Source: an optimization exercise on an open RTL-to-GDS flow (aim: small area). Production flows keep margins and buffers that such runs may drop. Function was checked by simulation only, so behaviour that the tests miss may differ from the original. Power figures rest on the tool's default switching activity, not on a simulated workload.

## flow/design.v (module list and top-level ports; edited modules follow where they fit)
// module REG8_hold: 12 lines
// module REG24_hold: 12 lines
// module FA: 6 lines
// module HA: 6 lines
// module PE_c3: 396 lines
// module PE_c4: 153 lines
// module CSUM_out: 15 lines
// module PEreg_c1: 13 lines
// module PEreg_c2: 11 lines
// module PEreg_c3: 18 lines
// module PEreg_c4: 16 lines
// module Arr4x4: 108 lines
module Arr4x4(Err_mac, Err_mult,
             w1_in, w2_in, w3_in, w4_in,
             a1_in, a2_in, a3_in, a4_in,
             w1_out, w2_out, w3_out, w4_out,
             a1_out, a2_out, a3_out, a4_out,
             c1_out, c2_out, c3_out, c4_out,
             clk, rst_n, hold);
  // ...
==> flow/flow/run.sh <==
#!/bin/bash
# Standard layout, with one netlist step added after synthesis: invpush6.py
# removes inverters around full-adder cells (a full adder is self-dual, and a
# nand2 of two signals is a nor2 of their complements), which
# leaves the logic and every register unchanged. Ports are buffered with buf_1.
set -euo pipefail
W=$(pwd)
R=$W/orfs/results/$FLOW_PLATFORM/Arr4x4/base
bash standard.sh synth > $W/synth.log 2>&1
python3 $W/flow/invpush6.py $R/1_2_yosys.v $R/1_2_yosys_invpush.v 6 150000 > $W/invpush.log 2>&1
cp $R/1_2_yosys.v $W/1_2_yosys_standard.v
mv $R/1_2_yosys_invpush.v $R/1_2_yosys.v
rm -f $R/1_synth.odb $R/1_synth.sdc
bash standard.sh "BUFFER_PORTS_ARGS=-buffer_cell sky130_fd_sc_hd__buf_1" REMOVE_ABC_BUFFERS=1 finish > $W/layout.log 2>&1
==> flow/standard.sh <==
#!/bin/bash
# synth_recipe.tcl (not shown) runs the flow's synth.tcl, then flattens the netlist and writes it again
# the make line also repeats each setting of config.mk as NAME=value (left out here)
make -C /OpenROAD-flow-scripts/flow DESIGN_CONFIG=/design/flow/config.mk WORK_HOME=/design/flow/orfs CLKGATE_MAP_FILE= SYNTH_SCRIPT=/design/flow/synth_recipe.tcl "${@:-finish}"
==> flow/config.mk <==
export PLATFORM = sky130hd
export DESIGN_NAME = Arr4x4
export DESIGN_NICKNAME = Arr4x4
export VERILOG_FILES = /design/flow/design.v
export SDC_FILE = /design/flow/constraint.sdc
export NUM_CORES = 4
export LEC_CHECK = 0
export ABC_AREA = 1
export CAP_MARGIN = 5
export CORE_MARGIN = 2
export CORE_UTILIZATION = 60
export CTS_BUF_LIST = sky130_fd_sc_hd__clkbuf_16
export CTS_CLUSTER_DIAMETER = 100
export CTS_CLUSTER_SIZE = 25
export SLEW_MARGIN = 5
==> flow/constraint.sdc <==
create_clock -name core_clock -period 7.5 [get_ports {clk}]
set_input_delay 1.5000 -clock core_clock [delete_from_list [all_inputs] [get_ports {clk}]]
set_output_delay 1.5000 -clock core_clock [all_outputs]
set_load 0.01 [all_outputs]
Not shown: flow/flow/invpush6.py
==> notes.md, run 1 <==
Worst Hold Launch=PE12.regA.out[4]$_DFF_PN0_; RR Endpoint=PE43.regC.out[16]$_DFF_PN0_; GP Congestion=1.00; PnR Total Power=15.1 mW; M2 GR Usage=0.555; Worst setup EP type=register; Max Fclk=138 MHz; CP max stage delay=540 ps; Layout Cells excl Fill=4,908; power per cell area=339 nW/um^2; top sig layer=met5; crit path buf inv count=3; status=no timing/DRC/antenna violations; Largest area class, layout=multi-input gates; crit path max-delay cell type=fa_1; Net Switching=6.78 mW; post-DP HPWL=97,000 microns; Clock Power Share=0.119; total grt overflow=0; initial core utilization=0.605; CP endpoint=PE43.regC.out[16]$_DFF_PN0_; setup_tns=0 ps; layout cell share with drive strength beyond 1=0.0561; via-per-instance ratio=5.61; Slew Viols, Final=0; post-CTS sizing=0
==> module PE_c4, before the edit <==
module PE_c4(Err_mac, Err_mult, w, a, c_in, k_in, c_out, k_out);
input Err_mac, Err_mult;
input [7:0] w, a;
input [16:0] c_in;
input [0:0] k_in;
output [17:0] c_out;
output [0:0] k_out;
wire [7:0] x = {a[7] & ~Err_mult, a[6:0]};
wire [7:0] y = {w[7:2] & {6{~(Err_mac | Err_mult)}}, w[1] & ~Err_mac, ~Err_mac & (Err_mult ? ~w[1] : w[0])};
wire n1, n2, n3, n4, n5, n6, n7, n8, n9, n10, n11, n12, n13, n14, n15, n16, n17, n18, n19, n20, n21, n22, n23, n24, n25, n26, n27, n28, n29, n30, n31, n32, n33, n34, n35, n36, n37, n38, n39, n40, n41, n42, n43, n44, n45, n46, n47, n48, n49, n50, n51, n52, n53, n54, n55, n56, n57, n58, n59, n60, n61, n62, n63, n64, n65, n66, n67, n68, n69, n70, n71, n72, n73, n74, n75, n76, n77, n78, n79, n80, n81, n82, n83, n84, n85, n86, n87, n88, n89, n90, n91, n92, n93, n94, n95, n96, n97, n98, n99, n100, n101, n102, n103, n104, n105, n106, n107, n108, n109, n110, n111, n112, n113, n114, n115, n116, n117, n118, n119, n120, n121, n122, n123, n124, n125, n126, n127, n128, n129, n130, n131, n132, n133, n134, n135, n136, n137, n138, n139, n140, n141, n142, n143, n144, n145, n146, n147, n148, n149, n150, n151, n152, n153, n154, n155, n156, n157, n158, n159, n160, n161, n162, n163, n164, n165, n166, n167, n168, n169, n170, n171, n172, n173, n174, n175, n176, n177, n178, n179, n180, n181, n182, n183, n184, n185, n186, n187, n188, n189, n190, n191, n192, n193, n194, n195, n196, n197, n198, n199, n200, n201, n202, n203, n204, n205, n206, n207, n208, n209, n210, n211, n212, n213, n214;
assign n1 = x[0] & y[0];
assign n2 = x[0] & y[1];
assign n3 = x[0] & y[2];
assign n4 = x[0] & y[3];
assign n5 = x[0] & y[4];
assign n6 = x[0] & y[5];
assign n7 = x[0] & y[6];
assign n8 = ~(x[0] & y[7]);
assign n9 = x[1] & y[0];
assign n10 = x[1] & y[1];
assign n11 = x[1] & y[2];
assign n12 = x[1] & y[3];
assign n13 = x[1] & y[4];
assign n14 = x[1] & y[5];
assign n15 = x[1] & y[6];
assign n16 = ~(x[1] & y[7]);
assign n17 = x[2] & y[0];
assign n18 = x[2] & y[1];
assign n19 = x[2] & y[2];
assign n20 = x[2] & y[3];
assign n21 = x[2] & y[4];
assign n22 = x[2] & y[5];
assign n23 = x[2] & y[6];
assign n24 = ~(x[2] & y[7]);
assign n25 = x[3] & y[0];
assign n26 = x[3] & y[1];
assign n27 = x[3] & y[2];
assign n28 = x[3] & y[3];
assign n29 = x[3] & y[4];
assign n30 = x[3] & y[5];
assign n31 = x[3] & y[6];
assign n32 = ~(x[3] & y[7]);
assign n33 = x[4] & y[0];
assign n34 = x[4] & y[1];
assign n35 = x[4] & y[2];
assign n36 = x[4] & y[3];
assign n37 = x[4] & y[4];
assign n38 = x[4] & y[5];
assign n39 = x[4] & y[6];
assign n40 = ~(x[4] & y[7]);
assign n41 = x[5] & y[0];
assign n42 = x[5] & y[1];
assign n43 = x[5] & y[2];
assign n44 = x[5] & y[3];
assign n45 = x[5] & y[4];
assign n46 = x[5] & y[5];
assign n47 = x[5] & y[6];
assign n48 = ~(x[5] & y[7]);
assign n49 = x[6] & y[0];
assign n50 = x[6] & y[1];
assign n51 = x[6] & y[2];
assign n52 = x[6] & y[3];
assign n53 = x[6] & y[4];
assign n54 = x[6] & y[5];
assign n55 = x[6] & y[6];
assign n56 = ~(x[6] & y[7]);
assign n57 = ~(x[7] & y[0]);
assign n58 = ~(x[7] & y[1]);
assign n59 = ~(x[7] & y[2]);
assign n60 = ~(x[7] & y[3]);
assign n61 = ~(x[7] & y[4]);
assign n62 = ~(x[7] & y[5]);
assign n63 = ~(x[7] & y[6]);
assign n64 = x[7] & y[7];
assign n65 = ~c_in[16];
FA u_n66 (n2, n9, c_in[1], n66, n67);
FA u_n68 (n3, n10, n17, n68, n69);
FA u_n70 (n4, n11, n18, n70, n71);
FA u_n72 (n5, n12, n19, n72, n73);
FA u_n74 (n26, n33, c_in[4], n74, n75);
FA u_n76 (n6, n13, n20, n76, n77);
FA u_n78 (n27, n34, n41, n78, n79);
FA u_n80 (n7, n14, n21, n80, n81);
FA u_n82 (n28, n35, n42, n82, n83);
FA u_n84 (n8, n15, n22, n84, n85);
FA u_n86 (n29, n36, n43, n86, n87);
FA u_n88 (n50, n57, c_in[7], n88, n89);
FA u_n90 (n16, n23, n30, n90, n91);
FA u_n92 (n37, n44, n51, n92, n93);
FA u_n94 (n58, c_in[8], 1'b1, n94, n95);
FA u_n96 (n24, n31, n38, n96, n97);
FA u_n98 (n45, n52, n59, n98, n99);
FA u_n100 (n32, n39, n46, n100, n101);
FA u_n102 (n53, n60, c_in[10], n102, n103);
FA u_n104 (n40, n47, n54, n104, n105);
FA u_n106 (n61, c_in[11], k_in[0], n106, n107);
FA u_n108 (n48, n55, n62, n108, n109);
FA u_n110 (n56, n63, c_in[13], n110, n111);
FA u_n112 (n67, n68, c_in[2], n112, n113);
FA u_n114 (n69, n70, n25, n114, n115);
FA u_n116 (n71, n72, n74, n116, n117);
FA u_n118 (n73, n75, n76, n118, n119);
FA u_n120 (n77, n79, n80, n120, n121);
FA u_n122 (n82, n49, c_in[6], n122, n123);
FA u_n124 (n81, n83, n84, n124, n125);
FA u_n126 (n85, n87, n89, n126, n127);
FA u_n128 (n90, n92, n94, n128, n129);
FA u_n130 (n91, n93, n95, n130, n131);
FA u_n132 (n96, n98, c_in[9], n132, n133);
FA u_n134 (n97, n99, n100, n134, n135);
FA u_n136 (n101, n103, n104, n136, n137);
FA u_n138 (n105, n107, n108, n138, n139);
FA u_n140 (n111, n64, c_in[14], n140, n141);
FA u_n142 (n113, n114, c_in[3], n142, n143);
FA u_n144 (n117, n118, n78, n144, n145);
FA u_n146 (n119, n120, n122, n146, n147);
FA u_n148 (n121, n123, n124, n148, n149);
FA u_n150 (n125, n126, n128, n150, n151);
FA u_n152 (n127, n129, n130, n152, n153);
FA u_n154 (n131, n133, n134, n154, n155);
FA u_n156 (n135, n136, n106, n156, n157);
FA u_n158 (n137, n138, c_in[12], n158, n159);
FA u_n160 (n139, n109, n110, n160, n161);
FA u_n162 (n141, c_in[15], 1'b1, n162, n163);
FA u_n164 (n143, n115, n116, n164, n165);
FA u_n166 (n147, n148, n86, n166, n167);
FA u_n168 (n151, n152, n132, n168, n169);
FA u_n170 (n153, n154, n102, n170, n171);
FA u_n172 (n165, n144, c_in[5], n172, n173);
FA u_n174 (n167, n149, n150, n174, n175);
FA u_n176 (n171, n155, n156, n176, n177);
FA u_n178 (n173, n145, n146, n178, n179);
FA u_n180 (n177, n157, n158, n180, n181);
FA u_n182 (n179, n166, n88, n182, n183);
FA u_n184 (n181, n159, n160, n184, n185);
FA u_n186 (n185, n161, n140, n186, n187);
HA u_n188 (n1, c_in[0], n188, n189);
HA u_n190 (n66, n189, n190, n191);
HA u_n192 (n112, n191, n192, n193);
HA u_n194 (n142, n193, n194, n195);
HA u_n196 (n164, n195, n196, n197);
HA u_n198 (n172, n197, n198, n199);
HA u_n200 (n178, n199, n200, n201);
HA u_n202 (n182, n201, n202, n203);
FA u_n204 (n183, n174, n203, n204, n205);
FA u_n206 (n175, n168, n205, n206, n207);
FA u_n208 (n169, n170, n207, n208, n209);
HA u_n210 (n187, n162, n210, n211);
FA u_n212 (n163, n65, n211, n212, n213);
assign n214 = 1'b1 ^ n213;
assign c_out = {n214, n212, n210, n186, n184, n180, n176, n208, n206, n204, n202, n200, n198, n196, n194, n192, n190, n188};
assign k_out = {n209};
endmodule
==> module CSUM_out, before the edit <==
module CSUM_out(s, k, c);
input [17:0] s;
input [0:0] k;
output [23:0] c;
wire n1, n2, n3, n4, n5, n6, n7, n8, n9, n10, n11, n12, n13;
HA u_n1 (s[11], k[0], n1, n2);
HA u_n3 (s[12], n2, n3, n4);
HA u_n5 (s[13], n4, n5, n6);
HA u_n7 (s[14], n6, n7, n8);
HA u_n9 (s[15], n8, n9, n10);
HA u_n11 (s[16], n10, n11, n12);
assign n13 = s[17] ^ n12;
wire [17:0] r = {n13, n11, n9, n7, n5, n3, n1, s[10], s[9], s[8], s[7], s[6], s[5], s[4], s[3], s[2], s[1], s[0]};
assign c = {{6{r[17]}}, r};
endmodule
==> inputs of run 2 (changes only) <==
--- a/flow/design.v
+++ b/flow/design.v
@@ -237,203 +237,203 @@
 assign n185 = ~(x2[7] & y2[0]);
 assign n186 = ~(x2[7] & y2[1]);
 assign n187 = ~(x2[7] & y2[2]);
 assign n188 = ~(x2[7] & y2[3]);
 assign n189 = ~(x2[7] & y2[4]);
 assign n190 = ~(x2[7] & y2[5]);
 assign n191 = ~(x2[7] & y2[6]);
 assign n192 = x2[7] & y2[7];
-FA u_n193 (n1, n65, n129, n193, n194);
-FA u_n195 (n2, n9, n66, n195, n196);
-FA u_n197 (n73, n130, n137, n197, n198);
-FA u_n199 (n3, n10, n17, n199, n200);
+FA u_n193 (n65, n129, n1, n193, n194);
+FA u_n195 (n66, n73, n130, n195, n196);
+FA u_n197 (n137, n195, n2, n197, n198);
+FA u_n199 (n9, n194, n197, n199, n200);
 FA u_n201 (n67, n74, n81, n201, n202);
 FA u_n203 (n131, n138, n145, n203, n204);
-FA u_n205 (n4, n11, n18, n205, n206);
-FA u_n207 (n25, n68, n75, n207, n208);
-FA u_n209 (n82, n89, n132, n209, n210);
-FA u_n211 (n139, n146, n153, n211, n212);
-FA u_n213 (n5, n12, n19, n213, n214);
-FA u_n215 (n26, n33, n69, n215, n216);
-FA u_n217 (n76, n83, n90, n217, n218);
-FA u_n219 (n97, n133, n140, n219, n220);
-FA u_n221 (n147, n154, n161, n221, n222);
-FA u_n223 (n6, n13, n20, n223, n224);
-FA u_n225 (n27, n34, n41, n225, n226);
-FA u_n227 (n70, n77, n84, n227, n228);
-FA u_n229 (n91, n98, n105, n229, n230);
-FA u_n231 (n134, n141, n148, n231, n232);
-FA u_n233 (n155, n162, n169, n233, n234);
-FA u_n235 (n7, n14, n21, n235, n236);
-FA u_n237 (n28, n35, n42, n237, n238);
-FA u_n239 (n49, n71, n78, n239, n240);
-FA u_n241 (n85, n92, n99, n241, n242);
-FA u_n243 (n106, n113, n135, n243, n244);
-FA u_n245 (n142, n149, n156, n245, n246);
-FA u_n247 (n163, n170, n177, n247, n248);
-FA u_n249 (n8, n15, n22, n249, n250);
-FA u_n251 (n29, n36, n43, n251, n252);
-FA u_n253 (n50, n57, n72, n253, n254);
-FA u_n255 (n79, n86, n93, n255, n256);
-FA u_n257 (n100, n107, n114, n257, n258);
-FA u_n259 (n121, n136, n143, n259, n260);
-FA u_n261 (n150, n157, n164, n261, n262);
-FA u_n263 (n171, n178, n185, n263, n264);
-FA u_n265 (n16, n23, n30, n265, n266);
-FA u_n267 (n37, n44, n51, n267, n268);
-FA u_n269 (n58, n80, n87, n269, n270);
-FA u_n271 (n94, n101, n108, n271, n272);
-FA u_n273 (n115, n122, n144, n273, n274);
-FA u_n275 (n151, n158, n165, n275, n276);
-FA u_n277 (n172, n179, n186, n277, n278);
-FA u_n279 (n24, n31, n38, n279, n280);
-FA u_n281 (n45, n52, n59, n281, n282);
-FA u_n283 (n88, n95, n102, n283, n284);
-FA u_n285 (n109, n116, n123, n285, n286);
-FA u_n287 (n152, n159, n166, n287, n288);
-FA u_n289 (n173, n180, n187, n289, n290);
-FA u_n291 (n32, n39, n46, n291, n292);
-FA u_n293 (n53, n60, n96, n293, n294);
-FA u_n295 (n103, n110, n117, n295, n296);
-FA u_n297 (n124, n160, n167, n297, n298);
-FA u_n299 (n174, n181, n188, n299, n300);
-FA u_n301 (n40, n47, n54, n301, n302);
-FA u_n303 (n61, n104, n111, n303, n304);
-FA u_n305 (n118, n125, n168, n305, n306);
-FA u_n307 (n175, n182, n189, n307, n308);
-FA u_n309 (n48, n55, n62, n309, n310);
-FA u_n311 (n112, n119, n126, n311, n312);
-FA u_n313 (n176, n183, n190, n313, n314);
-FA u_n315 (n56, n63, n120, n315, n316);
-FA u_n317 (n127, n184, n191, n317, n318);
-FA u_n319 (n64, n128, n192, n319, n320);
-FA u_n321 (n194, n195, n197, n321, n322);
-FA u_n323 (n196, n198, n199, n323, n324);
-FA u_n325 (n200, n202, n204, n325, n326);
-FA u_n327 (n205, n207, n209, n327, n328);
-FA u_n329 (n206, n208, n210, n329, n330);
-FA u_n331 (n212, n213, n215, n331, n332);
-FA u_n333 (n217, n219, n221, n333, n334);
-FA u_n335 (n214, n216, n218, n335, n336);
-FA u_n337 (n220, n222, n223, n337, n338);
-FA u_n339 (n225, n227, n229, n339, n340);
-FA u_n341 (n224, n226, n228, n341, n342);
-FA u_n343 (n230, n232, n234, n343, n344);
-FA u_n345 (n235, n237, n239, n345, n346);
-FA u_n347 (n241, n243, n245, n347, n348);
-FA u_n349 (n236, n238, n240, n349, n350);
-FA u_n351 (n242, n244, n246, n351, n352);
-FA u_n353 (n248, n249, n251, n353, n354);
-FA u_n355 (n253, n255, n257, n355, n356);
-FA u_n357 (n259, n261, n263, n357, n358);
-FA u_n359 (n250, n252, n254, n359, n360);
-FA u_n361 (n256, n258, n260, n361, n362);
-FA u_n363 (n262, n264, n265, n363, n364);
-FA u_n365 (n267, n269, n271, n365, n366);
-FA u_n367 (n273, n275, n277, n367, n368);
-FA u_n369 (n266, n268, n270, n369, n370);
-FA u_n371 (n272, n274, n276, n371, n372);
-FA u_n373 (n278, n279, n281, n373, n374);
-FA u_n375 (n283, n285, n287, n375, n376);
-FA u_n377 (n280, n282, n284, n377, n378);
-FA u_n379 (n286, n288, n290, n379, n380);
-FA u_n381 (n291, n293, n295, n381, n382);
-FA u_n383 (n292, n294, n296, n383, n384);
-FA u_n385 (n298, n300, n301, n385, n386);
-FA u_n387 (n303, n305, n307, n387, n388);
-FA u_n389 (n302, n304, n306, n389, n390);
-FA u_n391 (n308, n309, n311, n391, n392);
-FA u_n393 (n310, n312, n314, n393, n394);
-FA u_n395 (n316, n318, n319, n395, n396);
-FA u_n397 (n322, n323, n201, n397, n398);
-FA u_n399 (n324, n325, n327, n399, n400);
-FA u_n401 (n326, n328, n329, n401, n402);
-FA u_n403 (n330, n332, n334, n403, n404);
-FA u_n405 (n335, n337, n339, n405, n406);
-FA u_n407 (n336, n338, n340, n407, n408);
-FA u_n409 (n341, n343, n345, n409, n410);
-FA u_n411 (n342, n344, n346, n411, n412);
-FA u_n413 (n348, n349, n351, n413, n414);
-FA u_n415 (n353, n355, n357, n415, n416);
-FA u_n417 (n350, n352, n354, n417, n418);
-FA u_n419 (n356, n358, n359, n419, n420);
-FA u_n421 (n361, n363, n365, n421, n422);
-FA u_n423 (n360, n362, n364, n423, n424);
-FA u_n425 (n366, n368, n369, n425, n426);
-FA u_n427 (n371, n373, n375, n427, n428);
-FA u_n429 (n370, n372, n374, n429, n430);
-FA u_n431 (n376, n377, n379, n431, n432);
-FA u_n433 (n381, n297, n299, n433, n434);
-FA u_n435 (n378, n380, n382, n435, n436);
-FA u_n437 (n383, n385, n387, n437, n438);
-FA u_n439 (n384, n386, n388, n439, n440);
-FA u_n441 (n389, n391, n313, n441, n442);
-FA u_n443 (n390, n392, n393, n443, n444);
-FA u_n445 (n396, n320, 1'b1, n445, n446);
-FA u_n447 (n398, n399, n211, n447, n448);
-FA u_n449 (n400, n401, n331, n449, n450);
-FA u_n451 (n402, n403, n405, n451, n452);
-FA u_n453 (n404, n406, n407, n453, n454);
-FA u_n455 (n409, n347, n247, n455, n456);
-FA u_n457 (n408, n410, n411, n457, n458);
-FA u_n459 (n412, n414, n416, n459, n460);
-FA u_n461 (n417, n419, n421, n461, n462);
-FA u_n463 (n418, n420, n422, n463, n464);
-FA u_n465 (n423, n425, n427, n465, n466);
-FA u_n467 (n424, n426, n428, n467, n468);
-FA u_n469 (n429, n431, n433, n469, n470);
-FA u_n471 (n430, n432, n434, n471, n472);
-FA u_n473 (n436, n438, n439, n473, n474);
-FA u_n475 (n440, n442, n443, n475, n476);
-FA u_n477 (n444, n394, n395, n477, n478);
-FA u_n479 (n448, n449, n333, n479, n480);
-FA u_n481 (n450, n451, n231, n481, n482);
-FA u_n483 (n452, n453, n455, n483, n484);
-FA u_n485 (n454, n456, n457, n485, n486);
-FA u_n487 (n458, n459, n461, n487, n488);
-FA u_n489 (n460, n462, n463, n489, n490);
-FA u_n491 (n465, n289, 1'b1, n491, n492);
-FA u_n493 (n464, n466, n467, n493, n494);
-FA u_n495 (n468, n470, n471, n495, n496);
-FA u_n497 (n472, n473, n441, n497, n498);
-FA u_n499 (n474, n475, n315, n499, n500);
-FA u_n501 (n480, n481, n233, n501, n502);
-FA u_n503 (n484, n485, n413, n503, n504);
-FA u_n505 (n486, n487, n367, n505, n506);
-FA u_n507 (n488, n489, n491, n507, n508);
-FA u_n509 (n490, n492, n493, n509, n510);
-FA u_n511 (n494, n495, n435, n511, n512);
-FA u_n513 (n498, n499, n317, n513, n514);
-FA u_n515 (n500, n476, n477, n515, n516);
-FA u_n517 (n502, n482, n483, n517, n518);
-FA u_n519 (n504, n505, 1'b1, n519, n520);
-FA u_n521 (n508, n509, n469, n521, n522);
-FA u_n523 (n510, n511, n437, n523, n524);
-FA u_n525 (n512, n496, n497, n525, n526);
-FA u_n527 (n516, n478, n445, n527, n528);
-FA u_n529 (n518, n503, n415, n529, n530);
-FA u_n531 (n520, n506, n507, n531, n532);
-HA u_n533 (n397, n203, n533, n534);
-HA u_n535 (n447, n534, n535, n536);
-HA u_n537 (n479, n536, n537, n538);
-HA u_n539 (n501, n538, n539, n540);
-HA u_n541 (n517, n540, n541, n542);
-HA u_n543 (n529, n542, n543, n544);
-FA u_n545 (n530, n519, n544, n545, n546);
-HA u_n547 (n531, n546, n547, n548);
-FA u_n549 (n532, n521, n548, n549, n550);
-HA u_n551 (n522, n523, n551, n552);
-FA u_n553 (n524, n525, n552, n553, n554);
-FA u_n555 (n526, n513, n554, n555, n556);
-FA u_n557 (n514, n515, n556, n557, n558);
-HA u_n559 (n527, n558, n559, n560);
-assign n561 = n528 ^ n446 ^ n560;
-assign c_out = {n561, n559, n557, n555, n553, n551, n549, n547, n545, n543, n541, n539, n537, n535, n533, n321, n193};
-assign k_out = {n550};
+FA u_n205 (n196, n203, n201, n205, n206);
+FA u_n207 (n3, n10, n17, n207, n208);
+FA u_n209 (n205, n198, n207, n209, n210);
+FA u_n211 (n68, n75, n82, n211, n212);
+FA u_n213 (n89, n132, n139, n213, n214);
+FA u_n215 (n146, n153, n204, n215, n216);
+FA u_n217 (n202, n213, n211, n217, n218);
+FA u_n219 (n4, n11, n18, n219, n220);
+FA u_n221 (n25, n215, n206, n221, n222);
+FA u_n223 (n217, n208, n219, n223, n224);
+FA u_n225 (n221, n210, n223, n225, n226);
+FA u_n227 (n69, n76, n83, n227, n228);
+FA u_n229 (n90, n97, n133, n229, n230);
+FA u_n231 (n140, n147, n154, n231, n232);
+FA u_n233 (n161, n214, n212, n233, n234);
+FA u_n235 (n231, n229, n227, n235, n236);
+FA u_n237 (n5, n12, n19, n237, n238);
+FA u_n239 (n26, n33, n216, n239, n240);
+FA u_n241 (n233, n218, n235, n241, n242);
+FA u_n243 (n220, n237, n239, n243, n244);
+FA u_n245 (n222, n241, n224, n245, n246);
+FA u_n247 (n243, n245, n226, n247, n248);
+FA u_n249 (n70, n77, n84, n249, n250);
+FA u_n251 (n91, n98, n105, n251, n252);
+FA u_n253 (n134, n141, n148, n253, n254);
+FA u_n255 (n155, n162, n169, n255, n256);
+FA u_n257 (n232, n230, n228, n257, n258);
+FA u_n259 (n255, n253, n251, n259, n260);
+FA u_n261 (n249, n6, n13, n261, n262);
+FA u_n263 (n20, n27, n34, n263, n264);
+FA u_n265 (n41, n234, n257, n265, n266);
+FA u_n267 (n236, n259, n238, n267, n268);
+FA u_n269 (n240, n263, n261, n269, n270);
+FA u_n271 (n265, n242, n267, n271, n272);
+FA u_n273 (n244, n269, n246, n273, n274);
+FA u_n275 (n271, n273, n248, n275, n276);
+FA u_n277 (n71, n78, n85, n277, n278);
+FA u_n279 (n92, n99, n106, n279, n280);
+FA u_n281 (n113, n135, n142, n281, n282);
+FA u_n283 (n149, n156, n163, n283, n284);
+FA u_n285 (n170, n177, n256, n285, n286);
+FA u_n287 (n254, n252, n250, n287, n288);
+FA u_n289 (n283, n281, n279, n289, n290);
+FA u_n291 (n277, n7, n14, n291, n292);
+FA u_n293 (n21, n28, n35, n293, n294);
+FA u_n295 (n42, n49, n258, n295, n296);
+FA u_n297 (n287, n285, n260, n297, n298);
+FA u_n299 (n289, n264, n262, n299, n300);
+FA u_n301 (n293, n291, n295, n301, n302);
+FA u_n303 (n266, n297, n268, n303, n304);
+FA u_n305 (n299, n270, n301, n305, n306);
+FA u_n307 (n303, n272, n305, n307, n308);
+FA u_n309 (n274, n307, n276, n309, n310);
+FA u_n311 (n72, n79, n86, n311, n312);
+FA u_n313 (n93, n100, n107, n313, n314);
+FA u_n315 (n114, n121, n136, n315, n316);
+FA u_n317 (n143, n150, n157, n317, n318);
+FA u_n319 (n164, n171, n178, n319, n320);
+FA u_n321 (n185, n284, n282, n321, n322);
+FA u_n323 (n280, n278, n319, n323, n324);
+FA u_n325 (n317, n315, n313, n325, n326);
+FA u_n327 (n311, n8, n15, n327, n328);
+FA u_n329 (n22, n29, n36, n329, n330);
+FA u_n331 (n43, n50, n57, n331, n332);
+FA u_n333 (n288, n286, n321, n333, n334);
+FA u_n335 (n290, n325, n323, n335, n336);
+FA u_n337 (n294, n292, n296, n337, n338);
+FA u_n339 (n331, n329, n327, n339, n340);
+FA u_n341 (n298, n333, n335, n341, n342);
+FA u_n343 (n300, n337, n302, n343, n344);
+FA u_n345 (n339, n304, n341, n345, n346);
+FA u_n347 (n343, n306, n345, n347, n348);
+FA u_n349 (n308, n347, n310, n349, n350);
+FA u_n351 (1'b1, n80, n87, n351, n352);
+FA u_n353 (n94, n101, n108, n353, n354);
+FA u_n355 (n115, n122, n144, n355, n356);
+FA u_n357 (n151, n158, n165, n357, n358);
+FA u_n359 (n172, n179, n186, n359, n360);
+FA u_n361 (n320, n318, n316, n361, n362);
+FA u_n363 (n314, n312, n359, n363, n364);
+FA u_n365 (n357, n355, n353, n365, n366);
+FA u_n367 (n351, n16, n23, n367, n368);
+FA u_n369 (n30, n37, n44, n369, n370);
+FA u_n371 (n51, n58, n322, n371, n372);
+FA u_n373 (n361, n326, n324, n373, n374);
+FA u_n375 (n365, n363, n332, n375, n376);
+FA u_n377 (n330, n328, n369, n377, n378);
+FA u_n379 (n367, n371, n334, n379, n380);
+FA u_n381 (n373, n336, n338, n381, n382);
+FA u_n383 (n375, n340, n377, n383, n384);
+FA u_n385 (n379, n342, n381, n385, n386);
+FA u_n387 (n344, n383, n346, n387, n388);
+FA u_n389 (n385, n387, n348, n389, n390);
+FA u_n391 (1'b1, n88, n95, n391, n392);
+FA u_n393 (n102, n109, n116, n393, n394);
+FA u_n395 (n123, n152, n159, n395, n396);
+FA u_n397 (n166, n173, n180, n397, n398);
+FA u_n399 (n187, n360, n358, n399, n400);
+FA u_n401 (n356, n354, n352, n401, n402);
+FA u_n403 (n397, n395, n393, n403, n404);
+FA u_n405 (n391, n24, n31, n405, n406);
+FA u_n407 (n38, n45, n52, n407, n408);
+FA u_n409 (n59, n362, n401, n409, n410);
+FA u_n411 (n399, n366, n364, n411, n412);
+FA u_n413 (n403, n370, n368, n413, n414);
+FA u_n415 (n372, n407, n405, n415, n416);
+FA u_n417 (n374, n411, n409, n417, n418);
+FA u_n419 (n376, n413, n378, n419, n420);
+FA u_n421 (n380, n415, n417, n421, n422);
+FA u_n423 (n382, n419, n384, n423, n424);
+FA u_n425 (n421, n386, n423, n425, n426);
+FA u_n427 (n388, n425, n390, n427, n428);
+FA u_n429 (n96, n103, n110, n429, n430);
+FA u_n431 (n117, n124, n160, n431, n432);
+FA u_n433 (n167, n174, n181, n433, n434);
+FA u_n435 (n188, n398, n396, n435, n436);
+FA u_n437 (n394, n392, n433, n437, n438);
+FA u_n439 (n431, n429, n32, n439, n440);
+FA u_n441 (n39, n46, n53, n441, n442);
+FA u_n443 (n60, n402, n400, n443, n444);
+FA u_n445 (n435, n404, n437, n445, n446);
+FA u_n447 (n408, n406, n441, n447, n448);
+FA u_n449 (n439, n443, n412, n449, n450);
+FA u_n451 (n410, n445, n414, n451, n452);
+FA u_n453 (n416, n447, n449, n453, n454);
+FA u_n455 (n418, n451, n420, n455, n456);
+FA u_n457 (n453, n422, n455, n457, n458);
+FA u_n459 (n424, n457, n426, n459, n460);
+FA u_n461 (n104, n111, n118, n461, n462);
+FA u_n463 (n125, n168, n175, n463, n464);
+FA u_n465 (n182, n189, n434, n465, n466);
+FA u_n467 (n432, n430, n463, n467, n468);
+FA u_n469 (n461, n40, n47, n469, n470);
+FA u_n471 (n54, n61, n436, n471, n472);
+FA u_n473 (n465, n438, n467, n473, n474);
+FA u_n475 (n442, n440, n444, n475, n476);
+FA u_n477 (n469, n471, n446, n477, n478);
+FA u_n479 (n473, n448, n475, n479, n480);
+FA u_n481 (n450, n477, n452, n481, n482);
+FA u_n483 (n479, n454, n481, n483, n484);
+FA u_n485 (n456, n483, n458, n485, n486);
+FA u_n487 (n112, n119, n126, n487, n488);
+FA u_n489 (n176, n183, n190, n489, n490);
+FA u_n491 (n464, n462, n489, n491, n492);
+FA u_n493 (n487, n48, n55, n493, n494);
+FA u_n495 (n62, n466, n468, n495, n496);
+FA u_n497 (n491, n470, n472, n497, n498);
+FA u_n499 (n493, n495, n474, n499, n500);
+FA u_n501 (n476, n497, n478, n501, n502);
+FA u_n503 (n499, n480, n501, n503, n504);
+FA u_n505 (n482, n503, n484, n505, n506);
+FA u_n507 (n120, n127, n184, n507, n508);
+FA u_n509 (n191, n490, n488, n509, n510);
+FA u_n511 (n507, n56, n63, n511, n512);
+FA u_n513 (n509, n492, n494, n513, n514);
+FA u_n515 (n511, n496, n498, n515, n516);
+FA u_n517 (n513, n500, n515, n517, n518);
+FA u_n519 (n502, n517, n504, n519, n520);
+FA u_n521 (n128, n192, n508, n521, n522);
+FA u_n523 (n64, n510, n521, n523, n524);
+FA u_n525 (n512, n523, n514, n525, n526);
+FA u_n527 (n516, n525, n518, n527, n528);
+FA u_n529 (1'b1, n522, n524, n529, n530);
+FA u_n531 (n529, n526, n528, n531, n532);
+HA u_n533 (n200, n209, n533, n534);
+HA u_n535 (n225, n534, n535, n536);
+HA u_n537 (n247, n536, n537, n538);
+HA u_n539 (n275, n538, n539, n540);
+HA u_n541 (n309, n540, n541, n542);
+HA u_n543 (n349, n542, n543, n544);
+FA u_n545 (n389, n350, n544, n545, n546);
+HA u_n547 (n427, n546, n547, n548);
+FA u_n549 (n459, n428, n548, n549, n550);
+FA u_n551 (n485, n460, n550, n551, n552);
+FA u_n553 (n505, n486, n552, n553, n554);
+HA u_n555 (n519, n506, n555, n556);
+FA u_n557 (n527, n520, n556, n557, n558);
+HA u_n559 (n531, n558, n559, n560);
+assign n561 = n530 ^ n532 ^ n560;
+assign c_out = {n561, n559, n557, n555, n553, n551, n549, n547, n545, n543, n541, n539, n537, n535, n533, n199, n193};
+assign k_out = {n554};
 endmodule
 module PE_c4(Err_mac, Err_mult, w, a, c_in, k_in, c_out, k_out);
 input Err_mac, Err_mult;
 input [7:0] w, a;
 input [16:0] c_in;
 input [0:0] k_in;
 output [17:0] c_out;
 output [0:0] k_out;
@@ -500,107 +500,105 @@
 assign n58 = ~(x[7] & y[1]);
 assign n59 = ~(x[7] & y[2]);
 assign n60 = ~(x[7] & y[3]);
 assign n61 = ~(x[7] & y[4]);
 assign n62 = ~(x[7] & y[5]);
 assign n63 = ~(x[7] & y[6]);
 assign n64 = x[7] & y[7];
 assign n65 = ~c_in[16];
-FA u_n66 (n2, n9, c_in[1], n66, n67);
-FA u_n68 (n3, n10, n17, n68, n69);
-FA u_n70 (n4, n11, n18, n70, n71);
-FA u_n72 (n5, n12, n19, n72, n73);
-FA u_n74 (n26, n33, c_in[4], n74, n75);
-FA u_n76 (n6, n13, n20, n76, n77);
-FA u_n78 (n27, n34, n41, n78, n79);
-FA u_n80 (n7, n14, n21, n80, n81);
-FA u_n82 (n28, n35, n42, n82, n83);
-FA u_n84 (n8, n15, n22, n84, n85);
-FA u_n86 (n29, n36, n43, n86, n87);
-FA u_n88 (n50, n57, c_in[7], n88, n89);
-FA u_n90 (n16, n23, n30, n90, n91);
-FA u_n92 (n37, n44, n51, n92, n93);
-FA u_n94 (n58, c_in[8], 1'b1, n94, n95);
-FA u_n96 (n24, n31, n38, n96, n97);
-FA u_n98 (n45, n52, n59, n98, n99);
-FA u_n100 (n32, n39, n46, n100, n101);
-FA u_n102 (n53, n60, c_in[10], n102, n103);
-FA u_n104 (n40, n47, n54, n104, n105);
-FA u_n106 (n61, c_in[11], k_in[0], n106, n107);
-FA u_n108 (n48, n55, n62, n108, n109);
-FA u_n110 (n56, n63, c_in[13], n110, n111);
-FA u_n112 (n67, n68, c_in[2], n112, n113);
-FA u_n114 (n69, n70, n25, n114, n115);
-FA u_n116 (n71, n72, n74, n116, n117);
-FA u_n118 (n73, n75, n76, n118, n119);
-FA u_n120 (n77, n79, n80, n120, n121);
-FA u_n122 (n82, n49, c_in[6], n122, n123);
-FA u_n124 (n81, n83, n84, n124, n125);
-FA u_n126 (n85, n87, n89, n126, n127);
-FA u_n128 (n90, n92, n94, n128, n129);
-FA u_n130 (n91, n93, n95, n130, n131);
-FA u_n132 (n96, n98, c_in[9], n132, n133);
-FA u_n134 (n97, n99, n100, n134, n135);
-FA u_n136 (n101, n103, n104, n136, n137);
-FA u_n138 (n105, n107, n108, n138, n139);
-FA u_n140 (n111, n64, c_in[14], n140, n141);
-FA u_n142 (n113, n114, c_in[3], n142, n143);
-FA u_n144 (n117, n118, n78, n144, n145);
-FA u_n146 (n119, n120, n122, n146, n147);
-FA u_n148 (n121, n123, n124, n148, n149);
-FA u_n150 (n125, n126, n128, n150, n151);
-FA u_n152 (n127, n129, n130, n152, n153);
-FA u_n154 (n131, n133, n134, n154, n155);
-FA u_n156 (n135, n136, n106, n156, n157);
-FA u_n158 (n137, n138, c_in[12], n158, n159);
-FA u_n160 (n139, n109, n110, n160, n161);
-FA u_n162 (n141, c_in[15], 1'b1, n162, n163);
-FA u_n164 (n143, n115, n116, n164, n165);
-FA u_n166 (n147, n148, n86, n166, n167);
-FA u_n168 (n151, n152, n132, n168, n169);
-FA u_n170 (n153, n154, n102, n170, n171);
-FA u_n172 (n165, n144, c_in[5], n172, n173);
-FA u_n174 (n167, n149, n150, n174, n175);
-FA u_n176 (n171, n155, n156, n176, n177);
-FA u_n178 (n173, n145, n146, n178, n179);
-FA u_n180 (n177, n157, n158, n180, n181);
-FA u_n182 (n179, n166, n88, n182, n183);
-FA u_n184 (n181, n159, n160, n184, n185);
-FA u_n186 (n185, n161, n140, n186, n187);
-HA u_n188 (n1, c_in[0], n188, n189);
-HA u_n190 (n66, n189, n190, n191);
-HA u_n192 (n112, n191, n192, n193);
-HA u_n194 (n142, n193, n194, n195);
-HA u_n196 (n164, n195, n196, n197);
-HA u_n198 (n172, n197, n198, n199);
-HA u_n200 (n178, n199, n200, n201);
-HA u_n202 (n182, n201, n202, n203);
-FA u_n204 (n183, n174, n203, n204, n205);
-FA u_n206 (n175, n168, n205, n206, n207);
-FA u_n208 (n169, n170, n207, n208, n209);
-HA u_n210 (n187, n162, n210, n211);
-FA u_n212 (n163, n65, n211, n212, n213);
+FA u_n66 (c_in[1], n2, n9, n66, n67);
+FA u_n68 (c_in[2], n3, n10, n68, n69);
+FA u_n70 (n17, n67, n68, n70, n71);
+FA u_n72 (c_in[3], n4, n11, n72, n73);
+FA u_n74 (n18, n25, n69, n74, n75);
+FA u_n76 (n72, n74, n71, n76, n77);
+FA u_n78 (c_in[4], n5, n12, n78, n79);
+FA u_n80 (n19, n26, n33, n80, n81);
+FA u_n82 (n73, n80, n78, n82, n83);
+FA u_n84 (n75, n82, n77, n84, n85);
+FA u_n86 (c_in[5], n6, n13, n86, n87);
+FA u_n88 (n20, n27, n34, n88, n89);
+FA u_n90 (n41, n81, n79, n90, n91);
+FA u_n92 (n88, n86, n90, n92, n93);
+FA u_n94 (n83, n92, n85, n94, n95);
+FA u_n96 (c_in[6], n7, n14, n96, n97);
+FA u_n98 (n21, n28, n35, n98, n99);
+FA u_n100 (n42, n49, n89, n100, n101);
+FA u_n102 (n87, n98, n96, n102, n103);
+FA u_n104 (n91, n100, n102, n104, n105);
+FA u_n106 (n93, n104, n95, n106, n107);
+FA u_n108 (c_in[7], n8, n15, n108, n109);
+FA u_n110 (n22, n29, n36, n110, n111);
+FA u_n112 (n43, n50, n57, n112, n113);
+FA u_n114 (n99, n97, n112, n114, n115);
+FA u_n116 (n110, n108, n101, n116, n117);
+FA u_n118 (n103, n114, n116, n118, n119);
+FA u_n120 (n105, n118, n107, n120, n121);
+FA u_n122 (1'b1, c_in[8], n16, n122, n123);
+FA u_n124 (n23, n30, n37, n124, n125);
+FA u_n126 (n44, n51, n58, n126, n127);
+FA u_n128 (n113, n111, n109, n128, n129);
+FA u_n130 (n126, n124, n122, n130, n131);
+FA u_n132 (n128, n115, n130, n132, n133);
+FA u_n134 (n117, n132, n119, n134, n135);
+FA u_n136 (c_in[9], n24, n31, n136, n137);
+FA u_n138 (n38, n45, n52, n138, n139);
+FA u_n140 (n59, n127, n125, n140, n141);
+FA u_n142 (n123, n138, n136, n142, n143);
+FA u_n144 (n129, n140, n131, n144, n145);
+FA u_n146 (n142, n144, n133, n146, n147);
+FA u_n148 (c_in[10], n32, n39, n148, n149);
+FA u_n150 (n46, n53, n60, n150, n151);
+FA u_n152 (n139, n137, n150, n152, n153);
+FA u_n154 (n148, n141, n143, n154, n155);
+FA u_n156 (n152, n145, n154, n156, n157);
+FA u_n158 (c_in[11], n40, n47, n158, n159);
+FA u_n160 (n54, n61, n151, n160, n161);
+FA u_n162 (n149, n158, n160, n162, n163);
+FA u_n164 (n153, n155, n162, n164, n165);
+FA u_n166 (c_in[12], n48, n55, n166, n167);
+FA u_n168 (n62, n159, n166, n168, n169);
+FA u_n170 (n161, n168, n163, n170, n171);
+FA u_n172 (c_in[13], k_in[0], n56, n172, n173);
+FA u_n174 (n63, n167, n172, n174, n175);
+FA u_n176 (n169, n174, n171, n176, n177);
+FA u_n178 (c_in[14], n64, n173, n178, n179);
+FA u_n180 (n178, n175, n177, n180, n181);
+FA u_n182 (1'b1, c_in[15], n179, n182, n183);
+HA u_n184 (c_in[0], n1, n184, n185);
+HA u_n186 (n66, n185, n186, n187);
+HA u_n188 (n70, n187, n188, n189);
+HA u_n190 (n76, n189, n190, n191);
+HA u_n192 (n84, n191, n192, n193);
+HA u_n194 (n94, n193, n194, n195);
+HA u_n196 (n106, n195, n196, n197);
+HA u_n198 (n120, n197, n198, n199);
+FA u_n200 (n134, n121, n199, n200, n201);
+FA u_n202 (n146, n135, n201, n202, n203);
+FA u_n204 (n147, n156, n203, n204, n205);
+FA u_n206 (n157, n164, n205, n206, n207);
+FA u_n208 (n170, n165, n207, n208, n209);
+HA u_n210 (n182, n181, n210, n211);
+FA u_n212 (n65, n183, n211, n212, n213);
 assign n214 = 1'b1 ^ n213;
-assign c_out = {n214, n212, n210, n186, n184, n180, n176, n208, n206, n204, n202, n200, n198, n196, n194, n192, n190, n188};
+assign c_out = {n214, n212, n210, n180, n176, n208, n206, n204, n202, n200, n198, n196, n194, n192, n190, n188, n186, n184};
 assign k_out = {n209};
 endmodule
 module CSUM_out(s, k, c);
 input [17:0] s;
 input [0:0] k;
 output [23:0] c;
-wire n1, n2, n3, n4, n5, n6, n7, n8, n9, n10, n11, n12, n13;
-HA u_n1 (s[11], k[0], n1, n2);
-HA u_n3 (s[12], n2, n3, n4);
-HA u_n5 (s[13], n4, n5, n6);
-HA u_n7 (s[14], n6, n7, n8);
-HA u_n9 (s[15], n8, n9, n10);
-HA u_n11 (s[16], n10, n11, n12);
-assign n13 = s[17] ^ n12;
-wire [17:0] r = {n13, n11, n9, n7, n5, n3, n1, s[10], s[9], s[8], s[7], s[6], s[5], s[4], s[3], s[2], s[1], s[0]};
+wire n1, n2, n3, n4, n5, n6, n7, n8, n9;
+HA u_n1 (s[13], k[0], n1, n2);
+HA u_n3 (s[14], n2, n3, n4);
+HA u_n5 (s[15], n4, n5, n6);
+HA u_n7 (s[16], n6, n7, n8);
+assign n9 = s[17] ^ n8;
+wire [17:0] r = {n9, n7, n5, n3, n1, s[12], s[11], s[10], s[9], s[8], s[7], s[6], s[5], s[4], s[3], s[2], s[1], s[0]};
 assign c = {{6{r[17]}}, r};
 endmodule
 module PEreg_c1(Err_mac, Err_mult, w_in, a_in, w_out, a_out, mac_d, mult_d, clk, rst_n, hold);
 input [7:0] w_in, a_in;
 input Err_mac, Err_mult, clk, rst_n, hold;
 output [7:0] w_out, a_out;
 output mac_d, mult_d;
 REG8_hold regW(clk, rst_n, w_in, w_out, hold);
==> flow/flow/run.sh (replaced) <==
#!/bin/bash
# Standard layout, with one netlist step added after synthesis: invpush7.py
# removes inverters around full-adder cells (a full adder is self-dual, and a
# nand2 of two signals is a nor2 of their complements), which
# leaves the logic and every register unchanged. Ports are buffered with buf_1.
set -euo pipefail
W=$(pwd)
R=$W/orfs/results/$FLOW_PLATFORM/Arr4x4/base
bash standard.sh synth > $W/synth.log 2>&1
python3 $W/flow/invpush7.py $R/1_2_yosys.v $R/1_2_yosys_invpush.v 6 150000 > $W/invpush.log 2>&1
cp $R/1_2_yosys.v $W/1_2_yosys_standard.v
mv $R/1_2_yosys_invpush.v $R/1_2_yosys.v
rm -f $R/1_synth.odb $R/1_synth.sdc
bash standard.sh "BUFFER_PORTS_ARGS=-buffer_cell sky130_fd_sc_hd__buf_1" REMOVE_ABC_BUFFERS=1 finish > $W/layout.log 2>&1
==> flow/flow/invpush7.py (new file) <==
#!/usr/bin/env python3
"""Remove inverters around full-adder cells in a flat Yosys netlist.

A full adder is self-dual: FA(~a, ~b, ~c) = (~sum, ~cout). Synthesis leaves
inverters on many full-adder inputs and outputs. This pass flips the polarity
of full adders (the inversion moves from inputs to outputs or back) whenever
that lowers the cell area: an inverter that is no longer needed is removed, a
single-load driver gate is swapped for its complement (xor2/xnor2, nand2/and2,
nor2/or2) instead of adding an inverter, and an xor2/xnor2 load takes the
inversion by swapping type, and a single-load nand2/nor2 whose input
complements already exist is swapped for nor2/nand2 of the complements.
After a greedy pass, simulated annealing over the flips (fixed seed) looks for
a better polarity assignment; the best netlist seen is kept. Last, and2/or2
gates become nor2/nand2 of their inputs' complements where those exist (or
where one added inverter serves two or more gates). The logic function does
not change; registers are not touched.

usage: invpush7.py IN.v OUT.v [temperature] [steps]
"""
import random
import re
import sys
from collections import defaultdict

P = "sky130_fd_sc_hd__"
OUT_PINS = {"X", "Y", "Q", "Q_N", "SUM", "COUT", "HI", "LO"}
INV_RE = re.compile(P + r"(inv|clkinv)_\d+$")
FA_RE = re.compile(P + r"fa_\d+$")
AREA = {"inv_1": 3.7536, "xor2_1": 8.7584, "xnor2_1": 8.7584, "nand2_1": 3.7536,
        "and2_1": 6.256, "and2_0": 6.256, "nor2_1": 3.7536, "or2_1": 6.256, "or2_0": 6.256}
# complement cell (same inputs, inverted output) and output pin names
COMP = {"xor2_1": ("xnor2_1", "X", "Y"), "xnor2_1": ("xor2_1", "Y", "X"),
        "nand2_1": ("and2_1", "Y", "X"), "and2_1": ("nand2_1", "X", "Y"),
        "and2_0": ("nand2_1", "X", "Y"),
        "nor2_1": ("or2_1", "Y", "X"), "or2_1": ("nor2_1", "X", "Y"), "or2_0": ("nor2_1", "X", "Y")}
# cells where inverting one input equals taking the complement cell
INPUT_COMP = {"xor2_1", "xnor2_1"}
INV_A = AREA["inv_1"]

src = open(sys.argv[1]).read()
src = re.sub(r"^\s*\(\*.*?\*\)\s*\n", "", src, flags=re.M)
m = re.search(r"^module\s+(\S+)\s*\(", src, re.M)
mod_start = m.start()
end = src.index("endmodule", mod_start)
body = src[mod_start:end]

cell_re = re.compile(r"^  (" + P + r"\w+)\s+(\S+)\s*\((.*?)\);\n", re.M | re.S)
pin_re = re.compile(r"\.(\w+)\(([^()]*)\)")
cells = {}
order = []
spans = []
for cm in cell_re.finditer(body):
    typ, name, pins = cm.group(1), cm.group(2), cm.group(3)
    cells[name] = [typ, {p: n.strip() for p, n in pin_re.findall(pins)}]
    order.append(name)
    spans.append((cm.start(), cm.end()))
rest = body
for s, e in reversed(spans):
    rest = rest[:s] + rest[e:]
fixed = set()
for am in re.finditer(r"assign\s+(.*?);", rest, re.S):
    for tok in re.findall(r"\\\S+(?:\s*\[\d+\])?|[A-Za-z_][\w$]*(?:\s*\[\d+\])?", am.group(1)):
        fixed.add(tok.strip())
for pm in re.finditer(r"^\s*(input|output|inout)\s+(?:\[(\d+):(\d+)\]\s+)?(\S+)\s*;", rest, re.M):
    nm = pm.group(4)
    if pm.group(2) is not None:
        a, b = int(pm.group(2)), int(pm.group(3))
        for i in range(min(a, b), max(a, b) + 1):
            fixed.add(f"{nm} [{i}]")
            fixed.add(f"{nm}[{i}]")
    else:
        fixed.add(nm)

drv = {}
loads = defaultdict(set)
for name, (typ, pd) in cells.items():
    for p, n in pd.items():
        if p in OUT_PINS:
            drv[n] = (name, p)
        else:
            loads[n].add((name, p))

cnt = [0]
new_wires = []


def fresh():
    cnt[0] += 1
    w = f"_ip_{cnt[0]}_"
    new_wires.append(w)
    return w


def short(c):
    return cells[c][0][len(P):]


def is_inv(c):
    return c in cells and INV_RE.match(cells[c][0])


def outnet(c):
    for p, n in cells[c][1].items():
        if p in OUT_PINS:
            return n


def inv_of(net):
    for (c, p) in loads.get(net, ()):
        if is_inv(c) and outnet(c) not in fixed:
            return c
    return None


def connect(c, p, net):
    old = cells[c][1][p]
    loads[old].discard((c, p))
    cells[c][1][p] = net
    loads[net].add((c, p))


def remove(c):
    for p, n in cells[c][1].items():
        if p in OUT_PINS:
            drv.pop(n, None)
        else:
            loads[n].discard((c, p))
    del cells[c]


def add_inv(a, y=None):
    cnt[0] += 1
    name = f"_ip_inv_{cnt[0]}_"
    if y is None:
        y = fresh()
    cells[name] = [P + "inv_1", {"A": a, "Y": y}]
    loads[a].add((name, "A"))
    drv[y] = (name, "Y")
    order.append(name)
    return name, y


def swap_type(c):
    """replace c by its complement cell, keeping its output net name"""
    typ, pd = cells[c]
    new, op, np_ = COMP[short(c)]
    n = pd.pop(op)
    pd[np_] = n
    cells[c][0] = P + new
    drv[n] = (c, np_)


DEMORGAN = {"nand2_1": "nor2_1", "nor2_1": "nand2_1"}


def comp_net(i):
    """a net that carries ~i without new cells, or None"""
    if i in fixed:
        j = inv_of(i)
        return outnet(j) if j else None
    d = drv.get(i)
    if d and is_inv(d[0]):
        return cells[d[0]][1]["A"]
    j = inv_of(i)
    return outnet(j) if j else None


def demorgan_ok(c):
    if short(c) not in DEMORGAN:
        return False
    pd = cells[c][1]
    return comp_net(pd["A"]) is not None and comp_net(pd["B"]) is not None


def demorgan_gain(c):
    """area freed by inverters that lose their last load when c swaps inputs"""
    pd = cells[c][1]
    g = 0.0
    for p in ("A", "B"):
        i = pd[p]
        d = drv.get(i)
        if d and is_inv(d[0]) and len(loads[i]) == 1 and i not in fixed:
            g += INV_A
    return g


def demorgan(c):
    pd = cells[c][1]
    na, nb = comp_net(pd["A"]), comp_net(pd["B"])
    olds = [pd["A"], pd["B"]]
    connect(c, "A", na)
    connect(c, "B", nb)
    cells[c][0] = P + DEMORGAN[short(c)]
    for i in olds:
        d = drv.get(i)
        if d and is_inv(d[0]) and not loads[i] and i not in fixed:
            remove(d[0])


def in_cost(n):
    """area change to make ~n available for one load that now takes n"""
    if n in fixed:
        return INV_A
    d = drv.get(n)
    if d and is_inv(d[0]):
        return -INV_A if len(loads[n]) == 1 else 0.0
    if d and len(loads[n]) == 1 and demorgan_ok(d[0]):
        return -demorgan_gain(d[0])
    if d and short(d[0]) in COMP and len(loads[n]) == 1:
        new = COMP[short(d[0])][0]
        return AREA[new] - AREA[short(d[0])]
    if inv_of(n) is not None:
        return 0.0
    return INV_A


def out_cost(o):
    """area change when the net o (driven by a flipped FA) changes polarity"""
    g = 0.0
    other = o in fixed
    for (c, q) in loads[o]:
        if is_inv(c) and outnet(c) not in fixed:
            g -= INV_A
        elif short(c) in INPUT_COMP:
            g += 0.0
        else:
            other = True
    if other:
        g += INV_A
    return g


def gain(f):
    pd = cells[f][1]
    ins = [pd["A"], pd["B"], pd["CIN"]]
    cost = 0.0
    seen = defaultdict(int)
    for n in ins:
        seen[n] += 1
    for n, k in seen.items():
        d = drv.get(n)
        if d and is_inv(d[0]) and n not in fixed:
            cost += -INV_A if len(loads[n]) == k else 0.0
        elif k == 1:
            cost += in_cost(n)
        else:
            cost += INV_A if inv_of(n) is None else 0.0
    cost += out_cost(pd["SUM"]) + out_cost(pd["COUT"])
    return -cost


def flip(f):
    pd = cells[f][1]
    for p in ("A", "B", "CIN"):
        n = pd[p]
        d = drv.get(n)
        if d and is_inv(d[0]) and n not in fixed:
            i = d[0]
            connect(f, p, cells[i][1]["A"])
            if not loads[n]:
                remove(i)
        elif d and len(loads[n]) == 1 and n not in fixed and demorgan_ok(d[0]):
            demorgan(d[0])
        elif d and short(d[0]) in COMP and len(loads[n]) == 1 and n not in fixed \
                and AREA[COMP[short(d[0])][0]] - AREA[short(d[0])] < INV_A and inv_of(n) is None:
            swap_type(d[0])
        else:
            j = inv_of(n)
            if j is None:
                j, _ = add_inv(n)
            connect(f, p, outnet(j))
    for p in ("SUM", "COUT"):
        o = pd[p]
        no = fresh()
        drv.pop(o, None)
        pd[p] = no
        drv[no] = (f, p)
        keep = o in fixed
        for (c, q) in list(loads[o]):
            if is_inv(c) and outnet(c) not in fixed:
                y = outnet(c)
                for (c2, q2) in list(loads[y]):
                    connect(c2, q2, no)
                remove(c)
            elif short(c) in INPUT_COMP:
                connect(c, q, no)
                swap_type(c)
            else:
                keep = True
        if keep:
            add_inv(no, o)


def area():
    return sum(AREA.get(short(c), 0.0) for c in cells)


def ninv():
    return sum(1 for c in cells if is_inv(c))


before = (ninv(), area())
rng = random.Random(1)
fas = [c for c in cells if FA_RE.match(cells[c][0])]
for it in range(200):
    changed = 0
    for f in fas:
        if f in cells and gain(f) > 1e-6:
            flip(f)
            changed += 1
    if not changed:
        break


def snapshot():
    return ({k: [v[0], dict(v[1])] for k, v in cells.items()}, list(order), list(new_wires))


def restore(s):
    cells.clear()
    cells.update({k: [v[0], dict(v[1])] for k, v in s[0].items()})
    order[:] = s[1]
    new_wires[:] = s[2]
    drv.clear()
    loads.clear()
    for name, (typ, pd) in cells.items():
        for p, n in pd.items():
            if p in OUT_PINS:
                drv[n] = (name, p)
            else:
                loads[n].add((name, p))


def fa_neighbours(f):
    """full adders joined to f by a net, directly or through one inverter"""
    out = set()
    pd = cells[f][1]
    for p in ("A", "B", "CIN"):
        n = pd[p]
        d = drv.get(n)
        if d and is_inv(d[0]):
            d = drv.get(cells[d[0]][1]["A"])
        if d and FA_RE.match(cells[d[0]][0]):
            out.add(d[0])
    for p in ("SUM", "COUT"):
        for (c, q) in loads[pd[p]]:
            if is_inv(c):
                for (c2, q2) in loads[outnet(c)]:
                    if FA_RE.match(cells[c2][0]):
                        out.add(c2)
            elif FA_RE.match(cells[c][0]):
                out.add(c)
    out.discard(f)
    return out


# neighbourhood moves: flip a full adder even at a loss, then flip its
# neighbours greedily; keep the result only if the total area went down
for rnd in range(3):
    improved = 0
    for f in fas:
        if f not in cells:
            continue
        a0 = area()
        s = snapshot()
        flip(f)
        for g in sorted(fa_neighbours(f)):
            if g in cells and gain(g) > 1e-6:
                flip(g)
        for g in fas:
            pass
        if area() < a0 - 1e-6:
            improved += 1
        else:
            restore(s)
    if not improved:
        break
    for f in fas:
        if f in cells and gain(f) > 1e-6:
            flip(f)



def cleanup():
    for c in list(cells):
        if c in cells and is_inv(c) and not loads[outnet(c)] and outnet(c) not in fixed:
            remove(c)


# simulated annealing over full-adder flips; keep the best netlist seen
cleanup()
best_area = area()
best = snapshot()
T0 = float(sys.argv[3]) if len(sys.argv) > 3 else 2.0
steps = int(sys.argv[4]) if len(sys.argv) > 4 else 20000
live = [f for f in fas if f in cells]
for step in range(steps):
    T = T0 * (1 - step / steps) + 1e-3
    f = rng.choice(live)
    g = gain(f)
    if g > 1e-6 or rng.random() < pow(2.718, g / T):
        flip(f)
    if step % 2000 == 1999:
        cleanup()
        a = area()
        if a < best_area - 1e-6:
            best_area = a
            best = snapshot()
# finish greedily from the best state
restore(best)
for it in range(50):
    ch = 0
    for f in fas:
        if f in cells and gain(f) > 1e-6:
            flip(f)
            ch += 1
    if not ch:
        break
cleanup()
if area() > best_area + 1e-6:
    restore(best)


# and2(x, y) = nor2(~x, ~y) and or2(x, y) = nand2(~x, ~y): where the complements
# exist (or one inverter makes them exist for several gates) use the smaller cell
DM2 = {"and2_1": "nor2_1", "and2_0": "nor2_1", "or2_1": "nand2_1", "or2_0": "nand2_1"}


def dm2_convert(c):
    pd = cells[c][1]
    na, nb = comp_net(pd["A"]), comp_net(pd["B"])
    olds = [pd["A"], pd["B"]]
    connect(c, "A", na)
    connect(c, "B", nb)
    o = pd.pop("X")
    pd["Y"] = o
    drv[o] = (c, "Y")
    cells[c][0] = P + DM2[short(c)]
    for i in olds:
        d = drv.get(i)
        if d and is_inv(d[0]) and not loads[i] and i not in fixed:
            remove(d[0])


for rnd in range(3):
    conv = 0
    for c in list(cells):
        if c in cells and short(c) in DM2:
            pd = cells[c][1]
            if comp_net(pd["A"]) is not None and comp_net(pd["B"]) is not None:
                dm2_convert(c)
                conv += 1
    # nets whose missing complement blocks two or more such gates: add an inverter
    want = defaultdict(list)
    for c in list(cells):
        if short(c) in DM2:
            pd = cells[c][1]
            ca, cb = comp_net(pd["A"]), comp_net(pd["B"])
            if ca is None and cb is not None:
                want[pd["A"]].append(c)
            elif cb is None and ca is not None:
                want[pd["B"]].append(c)
    for n, cs in want.items():
        if len(cs) >= 2 and n not in fixed:
            add_inv(n)
            for c in cs:
                if c in cells and short(c) in DM2 and comp_net(cells[c][1]["A"]) is not None \
                        and comp_net(cells[c][1]["B"]) is not None:
                    dm2_convert(c)
                    conv += 1
    sys.stderr.write(f"and2/or2 to nor2/nand2: {conv}\n")
    if not conv:
        break
after = (ninv(), area())
sys.stderr.write(f"invpush7: inverters {before[0]} -> {after[0]}, "
                 f"area of touched cell kinds {before[1]:.1f} -> {after[1]:.1f}\n")

decl = "".join(f"  wire {w};\n" for w in new_wires)
inst = []
for name in order:
    if name not in cells:
        continue
    typ, pd = cells[name]
    pins = ",\n".join(f"    .{p}({n}{' ' if n.startswith(chr(92)) else ''})" for p, n in pd.items())
    inst.append(f"  {typ} {name} (\n{pins}\n  );\n")
hdr_end = rest.index(";") + 1
out_body = rest[:hdr_end] + "\n" + decl + rest[hdr_end:]
out_body = out_body.rstrip() + "\n" + "".join(inst)
open(sys.argv[2], "w").write(src[:mod_start] + out_body + src[end:])
removed: flow/flow/invpush6.py
==> run 2 against run 1 <==
Still clean on timing, DRC and antenna. Count of clock-buffer cells in the layout down 2. Global-route usage is 0.28 points lower. Sequential share of layout area down 0.18 points. Sequential power decreased by 1%. Setup slack got worse by 82 ps. Die area shrank 0.61%. Routed wire length increased by 0.19%. Critical path type unchanged. Largest cell class unchanged.
==> notes.md, run 2 <==
CTS tree=built (unchanged); CP max stage delay=580 ps (was 540 ps); most frequent cells in the layout=919 x fa_1, 728 x nand2_1, 560 x nor2_1 (was 940 x fa_1, 758 x nand2_1, 454 x dfrtp_1); I/O pins=259 (unchanged); Slew Viols, Final=0 (unchanged); largest net degree at the start of global routing=132 (was 166); Cell Area, Synth=41,300 sq um (was 41,500 sq um); clk sinks=454 (unchanged); GP Congestion=1.01 (was 1.00); Hold Buf Count CTS=0 (unchanged); DRC viols=0 (unchanged); crit path DAT=7820 ps (was 7730 ps); WHS=355 ps (was 346 ps); layout cell share with drive strength beyond 1=0.0829 (was 0.0561); clk buf depth=3 (unchanged); initial antenna violation count=6 (was 4); Core Util, Final=0.657 (was 0.650); critical path's top delay family=adder cells (unchanged); Rel. slew slack=0.389 (was 0.363); most frequent standard cell in the layout excluding fill and tap cells=fa_1 (unchanged); initial core utilization=0.604 (was 0.605); Worst VDD drop=409 uV (was 489 uV); synthesis-to-layout area growth=8.79% (was 7.34%); Clock Root Buffer=clkbuf_16 (unchanged); Setup violations, final=0 (unchanged); TritonRoute pass-1 iters=8 (was 5); Leakage=19.7 nW (was 19.0 nW); Seq pwr share=0.245 (was 0.241); crit path max-delay cell type=fa_1 (unchanged); min Tclk post-route=7310 ps (was 7230 ps); Pint=8.16 mW (was 8.30 mW); Final Hold Fails=0 (unchanged); WL final=116,000 microns (about the same); design area=44,900 sq um (was 44,600 sq um); crit-path max FO=5 (was 42); combinational share of power=0.645 (was 0.641); FP Rows=96 (unchanged); Tcrit/Tclk final=0.975 (was 0.964); cells after synthesis=3,739 (was 3,713); Antenna Cells=0 (unchanged); Clock Power Share=0.109 (was 0.119); Die Wd=266 microns (was 267 microns); crit path buf inv count=3 (unchanged); via-per-instance ratio=5.63 (was 5.61); Net Switching=6.48 mW (was 6.78 mW); CORE AREA=68,300 sq um (was 68,600 sq um); Final Skew=20.4 ps (was 22.5 ps); via count=28.0k (was 27.5k); vias in the first global route=30.9k (about the same); WS Path Type=register to register (unchanged); status=no timing/DRC/antenna violations (unchanged); worst path cell trace=ha_4 -> buf_8 -> nand2_1 -> nand2_1 -> nand2_2 -> nand2_1 -> nand2_1 -> inv_2 -> nand2_1 -> fa_1 -> fa_1 -> fa_1 -> fa_1 -> fa_1 -> fa_2 -> fa_2 -> fa_1 -> inv_1 -> ha_1 -> fa_1 -> ha_1 -> fa_1 -> fa_1 -> fa_1 (was ha_2 -> buf_12 -> nand2_1 -> o211ai_1 -> nand2_1 -> inv_2 -> nand2_1 -> fa_1 -> fa_1 -> fa_1 -> fa_1 -> fa_1 -> fa_1 -> inv_1 -> fa_1 -> ha_1 -> fa_1 -> fa_1 -> fa_1 -> ha_1 -> xnor2_1 -> xor2_1); power per cell area=326 nW/um^2 (was 339 nW/um^2); ANT nets after route=0 (unchanged); MaxCap Viol Count=0 (unchanged); detailed router's first-iteration violation count=2,508 (was 2,405); Syn Area/Cell=11.0 sq um (was 11.2 sq um); Hold Path Class=register to register (unchanged); post-DP HPWL=98,200 microns (was 97,000 microns); Fill cells=5,422 (was 5,419); PnR Total Power=14.6 mW (was 15.1 mW); Worst setup EP type=register (unchanged); NumNets Final=5,226 (was 5,118); H-tree depth=1 (unchanged); worst-skew pair later-pin latency=630 ps (about the same); Max Fclk=137 MHz (was 138 MHz); port bufs=258 (unchanged); critical path startpoint category=register (unchanged); Synth Warn #=5 (unchanged); All-Layer GR Usage=0.345 (was 0.348); most used cell, CP=fa_1 (unchanged); first-pass GRT wire length=181,000 microns (was 183,000 microns); Slew @ Worst Pin=916 ps (was 955 ps); placed cell area=43,800 sq um (was 43,500 sq um); Reg clk slew, reported paths=100 ps (about the same); Switching Share=0.443 (was 0.450); total grt overflow=0 (unchanged); Routed wire per std cell=23.4 microns (was 23.6 microns); Worst EP required=8000 ps (about the same); Die ar.=70,900 sq um (was 71,300 sq um); Die Y=266 microns (was 267 microns); cts bufs inserted=26 (was 28)
## run 2: layout make-up
class / count / area (sq um) / area share
clock buffer: 27 / 676 / 0.0151
clock inverter: 11 / 153 / 0.00340
inverter: 433 / 1630 / 0.0363
multi-input combinational: 2708 / 27400 / 0.610
sequential: 454 / 11400 / 0.253
tap: 882 / 1100 / 0.0246
timing repair buffer: 455 / 2590 / 0.0577
## run 2: final timing paths
| check | endpoint | depth (start not counted) | slack (ps) | startpoint |
|---|---|---|---|---|
| max in group asynchronous | PE24.regC.out[4]$_DFF_PN0_ | 3 | 5020 | rst_n |
| min in group asynchronous | PE31.regW.out[3]$_DFFE_PN0N_ | 1 | 890 | rst_n |
| worst max register to register | PE43.regC.out[12]$_DFF_PN0_ | 24 | 190 | regH1.out$_DFF_PN0_ |
| worst min register to register | PE31.regA.out[3]$_DFF_PN0_ | 0 | 360 | PE21.regA.out[3]$_DFF_PN0_ |
| worst min-delay path | PE31.regA.out[3]$_DFF_PN0_ | 0 | 360 | PE21.regA.out[3]$_DFF_PN0_ |
| worst max-delay path | PE43.regC.out[12]$_DFF_PN0_ | 24 | 190 | regH1.out$_DFF_PN0_ |
## run 2: power groups by stage
stage,logic (mW),clock network (mW),registers (mW)
6_report,9.44,1.60,3.59
5_1_grt,11.0,1.72,3.64
4_1_cts,9.65,1.64,3.59
3_5_place_dp,9.55,0,3.64
3_3_place_gp,9.13,0,3.63
2_1_floorplan,6.41,0,3.59
## run 2: layer usage
| layer | up-vias | GRT usage | routed length [microns] |
|---|---|---|---|
| met1 | 14600 | 0.476 | 45600 |
| met2 | 1326 | 0.552 | 55800 |
| li1 | 11800 | - | - |
| met4 | 2 | 0.139 | 6030 |
| met5 | - | 0 | 13 |
| met3 | 249 | 0.0584 | 8840 |
## run 2: repair_timing
item	CTS	global route
pin swaps	2	23
cloned	0	1
gates resized for setup	7	43
setup buffers	0	6
setup endpoints to repair	4	8
## run 2: stage by stage
step / instances / worst slack [ps] / TNS [ps]
2_1_floorplan: 3595 / -1120 / -12190
3_3_place_gp: 4925 / 8.77 / 0
3_5_place_dp: 4925 / -205 / -398
4_1_cts: 4963 / 35.3 / 0
5_1_grt: 4970 / -26.9 / -37.7
6_report: 4970 / 188 / 0

==> separate check: timing with driven ports <==
The flow's constraints put no driver on any port. The routed layouts listed below were extracted and timed again, unchanged, in two steps. Step 1 (the two cells are an assumption about what drives the block):
set clk [get_ports {clk}]
set_driving_cell -lib_cell sky130_fd_sc_hd__clkbuf_16 $clk
set_driving_cell -lib_cell sky130_fd_sc_hd__buf_2 [delete_from_list [all_inputs] $clk]
Step 2, shift: input delay + t, output delay - t, t = (earliest + latest rising clock arrival at the registers) / 2. This alone moves slack from input paths to output paths. Slacks: ideal ports / drivers / drivers and shift; pairs: ideal ports / drivers.
run | shift t [ns] | setup slack, ns | hold WS [ns]
run 1 | 0.685 | 0.270 / 0.270 / -0.362 | 0.346 / 0.346 / 0.346
run 2 | 0.686 | 0.188 / 0.188 / 0.001 | 0.355 / 0.355 / 0.355
Met with ideal ports but missed after step 2: setup timing in run 1. For run 1, which loses most, drivers alone change the setup slack by 0.000 ns; drivers and shift together by -0.632 ns.
